Source: an optimization exercise on an open RTL-to-GDS flow (aim: small area, a short achievable clock period and few clock cycles per item). Production flows keep margins and buffers that such runs may drop. Where RTL was checked, it was by simulation tests only, not by an equivalence proof against the original.

==> v26 <==
## matrix_mul
module matrix_mul(
    input wire clk,
    input wire reset,
    input wire start,
    input wire [8:0][7:0] matrix_a,
    input wire [8:0][7:0] matrix_b,
    output reg [8:0][15:0] result,
    output reg done
);
Settings: LEC_CHECK=0, CAP_MARGIN=20, CORE_MARGIN=2, CORE_UTILIZATION=55, PLACE_DENSITY=0.7, SETUP_SLACK_MARGIN=4, SLEW_MARGIN=20, SYNTH_HIERARCHICAL=1, TNS_END_PERCENT=5; clock period 10.0 ns.
standard.sh (not shown) runs the stock make flow with config.mk's settings and CLKGATE_MAP_FILE= SYNTH_SCRIPT=/design/flow/synth_recipe.tcl, a recipe that flattens the netlist after the stock synthesis.
==> flow/flow/run.sh <==
#!/bin/bash
# Standard ORFS layout; the only change: ports are buffered with buf_1 cells
# instead of the default delay buffers. Full tool output goes to standard.log.
bash standard.sh finish "BUFFER_PORTS_ARGS=-buffer_cell sky130_fd_sc_hd__buf_1" > standard.log 2>&1
==> v24: changes against v26 <==
--- a/flow/config.mk
+++ b/flow/config.mk
@@ -7,9 +7,9 @@
 export LEC_CHECK = 0
 export CAP_MARGIN = 20
 export CORE_MARGIN = 2
-export CORE_UTILIZATION = 55
-export PLACE_DENSITY = 0.7
-export SETUP_SLACK_MARGIN = 4
+export CORE_UTILIZATION = 40
+export PLACE_DENSITY = 0.6
+export SETUP_SLACK_MARGIN = 4.5
 export SLEW_MARGIN = 20
 export SYNTH_HIERARCHICAL = 1
 export TNS_END_PERCENT = 5
==> summary of the runs <==
In v26 the fmax is lower than in v24, by 3.8%. Between v24 and v26, the lower sequential share of layout area is in v24 (gap 0.84 points). First-iteration DRC count: v24 is smaller than v26 (about 15%). Of v24 and v26, v24 has the higher register-to-register slack (gap 0.06 ns).
Testbench counts of v26, summed over its fixed seeds: cycles 1,024, items 512.
Testbench counts of v24, summed over its fixed seeds: cycles 1,024, items 512.

========
==> ember <==
matrix_mul, a different RTL version from the one above (not shown whole).
==> module matrix_mul, before the edit <==
module matrix_mul(
    input wire clk,
    input wire reset,
    input wire start,
    input wire [8:0][7:0] matrix_a,
    input wire [8:0][7:0] matrix_b,
    output reg [8:0][15:0] result,
    output reg done
);
reg phase;
always @(posedge clk or posedge reset) begin
    if (reset) begin
        phase <= 1'b0;
        done  <= 1'b0;
    end else begin
        phase <= start & ~phase;
        if (phase)
            done <= 1'b1;
        else if (start)
            done <= 1'b0;
    end
end
wire [8:0][3:0] nib;
genvar e, i, j;
generate
    for (e = 0; e < 9; e = e + 1) begin : g_nib
        assign nib[e] = phase ? matrix_b[e][3:0] : matrix_b[e][7:4];
    end
    for (i = 0; i < 3; i = i + 1) begin : g_row
        for (j = 0; j < 3; j = j + 1) begin : g_col
            wire [15:0] acc = phase ? {result[i*3+j][11:0], 4'b0} : 16'd0;
            wire [15:0] s = acc
                          + matrix_a[i*3+0] * nib[0*3+j]
                          + matrix_a[i*3+1] * nib[1*3+j]
                          + matrix_a[i*3+2] * nib[2*3+j];
            always @(posedge clk)
                if (phase | start)
                    result[i*3+j] <= s;
        end
    end
endgenerate
endmodule
==> flow/config.mk <==
export PLATFORM = sky130hd
export DESIGN_NAME = matrix_mul
export DESIGN_NICKNAME = matrix_mul
export VERILOG_FILES = /design/flow/design.v
export SDC_FILE = /design/flow/constraint.sdc
export NUM_CORES = 4
export LEC_CHECK = 0
export CAP_MARGIN = 20
export CORE_MARGIN = 2
export CORE_UTILIZATION = 40
export PLACE_DENSITY = 0.6
export SLEW_MARGIN = 20
==> flow/constraint.sdc <==
create_clock -name core_clock -period 10.0 [get_ports {clk}]
set_input_delay 2.0000 -clock core_clock [delete_from_list [all_inputs] [get_ports {clk}]]
set_output_delay 2.0000 -clock core_clock [all_outputs]
set_load 0.01 [all_outputs]
run.sh (not shown) runs the stock make flow with config.mk's settings and CLKGATE_MAP_FILE= SYNTH_SCRIPT=/design/flow/synth_recipe.tcl, a recipe that flattens the netlist after the stock synthesis.
Stock flow here: none of the scripts above is used.
==> onyx (differences from ember) <==
==> flow/design.v (replaced) <==
module matrix_mul(
    input wire clk,
    input wire reset,
    input wire start,
    input wire [8:0][7:0] matrix_a,
    input wire [8:0][7:0] matrix_b,
    output reg [8:0][15:0] result,
    output reg done
);
reg [3:0] state;
reg [3:0] i, j, k;
reg [15:0] sum;
localparam IDLE = 4'd0, MULTIPLY = 4'd1, DONE = 4'd2;
always @(posedge clk or posedge reset) begin
    if (reset) begin
        state <= IDLE;
        done <= 0;
        i <= 0;
        j <= 0;
        k <= 0;
        sum <= 0;
    end else begin
        case (state)
            IDLE: begin
                if (start) begin
                    state <= MULTIPLY;
                    i <= 0;
                    j <= 0;
                    k <= 0;
                    sum <= 0;
                    done <= 0;
                end
            end
            MULTIPLY: begin
                if (k == 3) begin
                    result[i*3 + j] <= sum;
                    sum <= 0;
                    k <= 0;
                    if (j == 2) begin
                        j <= 0;
                        if (i == 2) begin
                            state <= DONE;
                        end else begin
                            i <= i + 1;
                        end
                    end else begin
                        j <= j + 1;
                    end
                end else begin
                    sum <= sum + matrix_a[i*3 + k] * matrix_b[k*3 + j];
                    k <= k + 1;
                end
            end
            DONE: begin
                done <= 1;
                state <= IDLE;
            end
        endcase
    end
end
endmodule
==> qor summary <==
| item | onyx | ember |
|---|---|---|
| Source of the critical timing path | i[0] | matrix_b[42] |
| Buffers & Inverters on Critical Path | 2 | 5 |
| Setup slack after layout | 2315 ps | 2798 ps |
| Worst stage delay on the critical path | 1060 ps | 550 ps |
| Post-Route WL | 32,380 um | 95,040 um |
| Most instantiated library cell after synthesis | sky130_fd_sc_hd__edfxtp_1 | sky130_fd_sc_hd__inv_1 |
| Routed length per instance | 19.83 um | 18.66 um |
| Placer congestion estimate | 0.8882 | 0.8346 |
| HPWL after DPL | 25,880 um | 77,650 um |
| Number of cells on the critical path | 20 | 19 |
| Gate count of the mapped netlist | 960 | 3,753 |
| Clock network contribution to total cell area | 3.702% | 1.432% |
| Reg-to-reg critical path startpoint | i[0] | phase |
| Area Overhead vs Synth | 31.93% | 12.45% |
| Via count of the first global-routing pass | 8,792 | 27,492 |
| Number of antenna violations at the first check in global routing | 0 | 10 |
| Maximum number of pins on one net before global-route repair | 84 | 59 |
| Launch instance of the worst min-delay path | sum[4] | done |
| Global routing met3 resource utilization | 3.240% | 3.491% |
| Run status | no timing/DRC/antenna violations | no timing/DRC/antenna violations |
| Number of cells on the worst reg-to-reg path | 20 | 19 |
| Count of placed standard cells including taps | 1,601 | 5,059 |
| Seq area share | 31.70% | 10.97% |
Testbench counts of ember, summed over its fixed seeds: cycles 1,024, items 512.
Testbench counts of onyx, summed over its fixed seeds: cycles 19,456, items 512.

========
==> v14 <==
matrix_mul, a different RTL version from the one above (not shown whole).
Design matrix_mul, start of the top module:
module matrix_mul(
    input wire clk,
    input wire reset,
    input wire start,
    input wire [8:0][7:0] matrix_a,
    input wire [8:0][7:0] matrix_b,
    output reg [8:0][15:0] result,
    output reg done
);
reg phase;
always @(posedge clk or posedge reset) begin
    if (reset) begin
        phase <= 1'b0;
        done  <= 1'b0;
    end else begin
        phase <= start & ~phase;
        if (phase)
            done <= 1'b1;
        else if (start)
            done <= 1'b0;
    end
end
wire load = start | phase;
wire [8:0][3:0] nib;
genvar e;
generate
    for (e = 0; e < 9; e = e + 1) begin : g_nib
        assign nib[e] = phase ? matrix_b[e][3:0] : matrix_b[e][7:4];
    end
endgenerate
wire r0_g1;
wire r0_g2;
wire r0_g3;
wire r0_g4;
wire r0_g5;
wire r0_g6;
wire r0_g7;
wire r0_g8;
wire r0_g9;
wire r0_g10;
wire r0_g11;
wire r0_g12;
wire r0_g13;
wire r0_g14;
wire r0_g15;
wire r0_g16;
wire r0_g17;
wire r0_g18;
wire r0_g19;
wire r0_g20;
  ...
==> flow/config.mk <==
export PLATFORM = sky130hd
export DESIGN_NAME = matrix_mul
export DESIGN_NICKNAME = matrix_mul
export VERILOG_FILES = /design/flow/design.v
export SDC_FILE = /design/flow/constraint.sdc
export NUM_CORES = 4
export LEC_CHECK = 0
export CAP_MARGIN = 20
export CELL_PAD_IN_SITES_DETAIL_PLACEMENT = 1
export CELL_PAD_IN_SITES_GLOBAL_PLACEMENT = 1
export CORE_MARGIN = 2
export CORE_UTILIZATION = 40
export PLACE_DENSITY = 0.6
export SETUP_SLACK_MARGIN = 4
export SLEW_MARGIN = 20
export SYNTH_HIERARCHICAL = 1
export TNS_END_PERCENT = 5
==> flow/constraint.sdc <==
create_clock -name core_clock -period 10.0 [get_ports {clk}]
set_input_delay 2.0000 -clock core_clock [delete_from_list [all_inputs] [get_ports {clk}]]
set_output_delay 2.0000 -clock core_clock [all_outputs]
set_load 0.01 [all_outputs]
standard.sh (not shown) runs the stock make flow with config.mk's settings and CLKGATE_MAP_FILE= SYNTH_SCRIPT=/design/flow/synth_recipe.tcl, a recipe that flattens the netlist after the stock synthesis.
Scripts as last shown in full above: flow/flow/run.sh
==> v37 (differences from v14) <==
CELL_PAD_IN_SITES_DETAIL_PLACEMENT = not set   (was 1)
CELL_PAD_IN_SITES_GLOBAL_PLACEMENT = not set   (was 1)
CORE_UTILIZATION = 35   (was 40)
PLACE_DENSITY = 0.45   (was 0.6)
SETUP_SLACK_MARGIN = 3.5   (was 4)
==> comparison <==
Between v14 and v37, the lower worst hold slack is in v14 (gap 0.0056 ns). In sequential cell count, v37 and v14 do not differ. Against v37, the sequential share of layout area of v14 is lower by 0.92 points. Against v37, the utilization of v14 is higher by 9.1 points. v14 completed with no timing, DRC or antenna violations. v37 ran to the end with no violations. In synthesized area, v14 and v37 do not differ.
==> figures <==
| item | v14 | v37 |
|---|---|---|
| Result of the run | no timing/DRC/antenna violations | no timing/DRC/antenna violations |
| Headroom to the max-slew limit | 21.9% | 16.8% |
| Final wirelength | 124 mm | 110 mm |
| Count of multi-input combinational gates | 2,468 | 2,459 |
| Fraction of final layout cells sized beyond drive strength 1 | 22.3% | 14.0% |
| Upper clock frequency limit | 0.161 GHz | 0.155 GHz |
| R2R Setup Slk | 3.98 ns | 3.86 ns |
| Met2 track demand over resource in global routing | 56.6% | 41.7% |
| Non-CTS buffers | 465 | 364 |
| Fraction of area in registers | 13.2% | 14.1% |
| Number of gates resized after CTS | 312 | 63 |
| Slowest stage cell on the critical path | sky130_fd_sc_hd__fa_2 | sky130_fd_sc_hd__o32ai_2 |
| Drt via density | 6.41 | 5.90 |
| First-pass GRT wire length | 181 mm | 160 mm |
| Period utilisation layout | 62.2% | 64.6% |
Testbench counts of v14, summed over its fixed seeds: cycles 1,024, items 512.
Testbench counts of v37, summed over its fixed seeds: cycles 1,024, items 512.

========
==> run M <==
Another version of the RTL of matrix_mul (not shown whole).
==> flow/config.mk <==
export PLATFORM = sky130hd
export DESIGN_NAME = matrix_mul
export DESIGN_NICKNAME = matrix_mul
export VERILOG_FILES = /design/flow/design.v
export SDC_FILE = /design/flow/constraint.sdc
export NUM_CORES = 4
export LEC_CHECK = 0
export CAP_MARGIN = 20
export CORE_MARGIN = 2
export CORE_UTILIZATION = 30
export PLACE_DENSITY = 0.5
export SETUP_SLACK_MARGIN = 4
export SLEW_MARGIN = 20
export SYNTH_HIERARCHICAL = 1
export TNS_END_PERCENT = 5
==> flow/constraint.sdc <==
create_clock -name core_clock -period 10.0 [get_ports {clk}]
set_input_delay 2.0000 -clock core_clock [delete_from_list [all_inputs] [get_ports {clk}]]
set_output_delay 2.0000 -clock core_clock [all_outputs]
set_load 0.01 [all_outputs]
Scripts as last shown in full above: flow/flow/run.sh
==> run K (differences from run M) <==
--- a/flow/config.mk
+++ b/flow/config.mk
@@ -9,4 +9,4 @@
 export CORE_MARGIN = 2
-export CORE_UTILIZATION = 30
-export PLACE_DENSITY = 0.5
+export CORE_UTILIZATION = 40
+export PLACE_DENSITY = 0.6
 export SETUP_SLACK_MARGIN = 4
==> summary of the runs <==
Between run K and run M, the lower worst setup slack is in run K (gap 0.050 ns). Routed wire length: run K is lower than run M (3.8%). Of run K and run M, run K has the higher first-iteration DRC count (gap 51%, measured against run M). In sequential cell count, run M and run K do not differ. Against run M, the fmax of run K is lower by about 0.8%. Final area: run K is smaller than run M (0.62%). Count of clock-buffer cells in the layout: run K is higher than run M (2). In run M the critical path depth is higher than in run K, by 2.
==> figures <==
| item | run K | run M |
|---|---|---|
| Clk Latency, worst-skew pair | 0.51 ns | 0.53 ns |
| Fmax achieved | 167 MHz | 169 MHz |
| Outcome | no timing/DRC/antenna violations | no timing/DRC/antenna violations |
| Postcts setup bufs | 5 | 7 |
| GRT Resource Usage Total | 26.6% | 21.8% |
| Sum of met3 wire segment lengths after detailed routing | 13400 µm | 10600 µm |
| Global-route wire length before repair | 154000 µm | 167000 µm |
| Global Route met1 Usage | 35.4% | 29.6% |
| Number of DRC violations after detailed-routing iteration 0 | 2750 | 1822 |
| Drt total wl | 111000 µm | 115000 µm |
| Total Nets Final | 4260 | 4255 |
| Worst Setup Slack post-DPL | 2.40 ns | 2.27 ns |
Function was not checked in any run of this note: the RTL went through the layout flow alone.

========
==> 01-27: inputs <==
matrix_mul with an RTL version that a note above also has.
==> flow/design.v (excerpt) <==
module matrix_mul(
    input wire clk,
    input wire reset,
    input wire start,
    input wire [8:0][7:0] matrix_a,
    input wire [8:0][7:0] matrix_b,
    output reg [8:0][15:0] result,
    output reg done
);
Settings: LEC_CHECK=0, CAP_MARGIN=20, CORE_MARGIN=2, CORE_UTILIZATION=40, PLACE_DENSITY=0.6, SETUP_SLACK_MARGIN=4, SLEW_MARGIN=20, SYNTH_HIERARCHICAL=1, TNS_END_PERCENT=5; clock period 10.0 ns.
==> flow/flow/run.sh <==
#!/bin/bash
# The standard ORFS layout (the standard.sh, unchanged synthesis); the one
# change: ports are buffered with buf_1 cells instead of the default delay
# buffers. The full tool output goes to standard.log in this folder.
bash standard.sh finish "BUFFER_PORTS_ARGS=-buffer_cell sky130_fd_sc_hd__buf_1" > standard.log 2>&1
==> 05-24: changes against 01-27 <==
==> flow/flow/run.sh (replaced) <==
#!/bin/bash
# Standard ORFS layout; the only change: ports are buffered with buf_1 cells
# instead of the default delay buffers. Full tool output goes to standard.log.
bash standard.sh finish "BUFFER_PORTS_ARGS=-buffer_cell sky130_fd_sc_hd__buf_1" > standard.log 2>&1
- SETUP_SLACK_MARGIN: 4 -> 3.5
==> 06-17: changes against 01-27 <==
==> flow/flow/run.sh (replaced) <==
#!/bin/bash
# Standard ORFS layout; the only change: ports are buffered with buf_1 cells
# instead of the default delay buffers. Full tool output goes to standard.log.
bash standard.sh finish "BUFFER_PORTS_ARGS=-buffer_cell sky130_fd_sc_hd__buf_1" > standard.log 2>&1
==> run notes <==
status no timing/DRC/antenna violations; first-pass GRT wire length 152.6 mm; Setup WS pre-CTS roughly 2.8 ns; first drt pass iteration count 5; total routed wirelength about 100 mm; flop2flop setup slack 3.91 ns; CP max stage cell buf_1; initial antenna violation count 11; Avg WL per Cell 22.90 µm; via count 23.98k
# the run above: 05-24

==> run notes <==
initial antenna violation count 14; via count 24.48k; first-pass GRT wire length 151.8 mm; flop2flop setup slack 4.21 ns; first drt pass iteration count 7; Setup WS pre-CTS 2.322 ns; status no timing/DRC/antenna violations
# the run above: 01-27

==> run notes <==
first-pass GRT wire length approximately 150 mm; status no timing/DRC/antenna violations; flop2flop setup slack 4.21 ns; Avg WL per Cell 23.96 µm; CP max stage cell fa_1
# the run above: 06-17

Testbench counts of 01-27, summed over its fixed seeds: cycles 1,024, items 512.
Testbench counts of 05-24, summed over its fixed seeds: cycles 1,024, items 512.
Testbench counts of 06-17, summed over its fixed seeds: cycles 1,024, items 512.

-- static timing again, ports no longer ideal --
How much do the figures lean on ideal ports? The routed layouts below were timed once more, with nothing changed but the port constraints. Step 1 assumes that a clkbuf_16 drives the clock port and a buf_2 every other input. Step 2 also shifts input and output timing later by t, the mid clock arrival at the registers, as if the neighbouring blocks saw the same clock. a / b / c = no drivers / after step 1 / after step 2; a / b = the first two.
| run | shift t [ns] | setup WS [ns] | worst data-port slew with drivers (ns) |
|---|---|---|---|
| v26 | 0.581 | 3.940 / 3.978 / 3.397 | 0.06 |
| v24 | 0.568 | 4.171 / 4.203 / 3.635 | 0.09 |
| ember | 0.603 | 2.798 / 2.843 / 2.240 | 0.12 |
| onyx | 0.475 | 2.315 / 2.315 / 2.192 | 0.09 |
| v14 | 0.570 | 3.779 / 3.755 / 3.186 | 0.14 |
| v37 | 0.566 | 3.541 / 3.570 / 3.004 | 0.14 |
| run M | 0.595 | 4.066 / 4.017 / 3.422 | 0.18 |
| run K | 0.567 | 4.016 / 4.060 / 3.494 | 0.15 |
| 01-27 | 0.577 | 4.038 / 4.026 / 3.448 | 0.11 |
| 05-24 | 0.573 | 3.627 / 3.641 / 3.068 | 0.12 |
| 06-17 | 0.577 | 4.038 / 4.026 / 3.448 | 0.11 |
After both steps every run listed still meets setup and hold. The setup slack of run M, which loses most, moves by -0.049 ns with the drivers and by -0.644 ns with both steps.
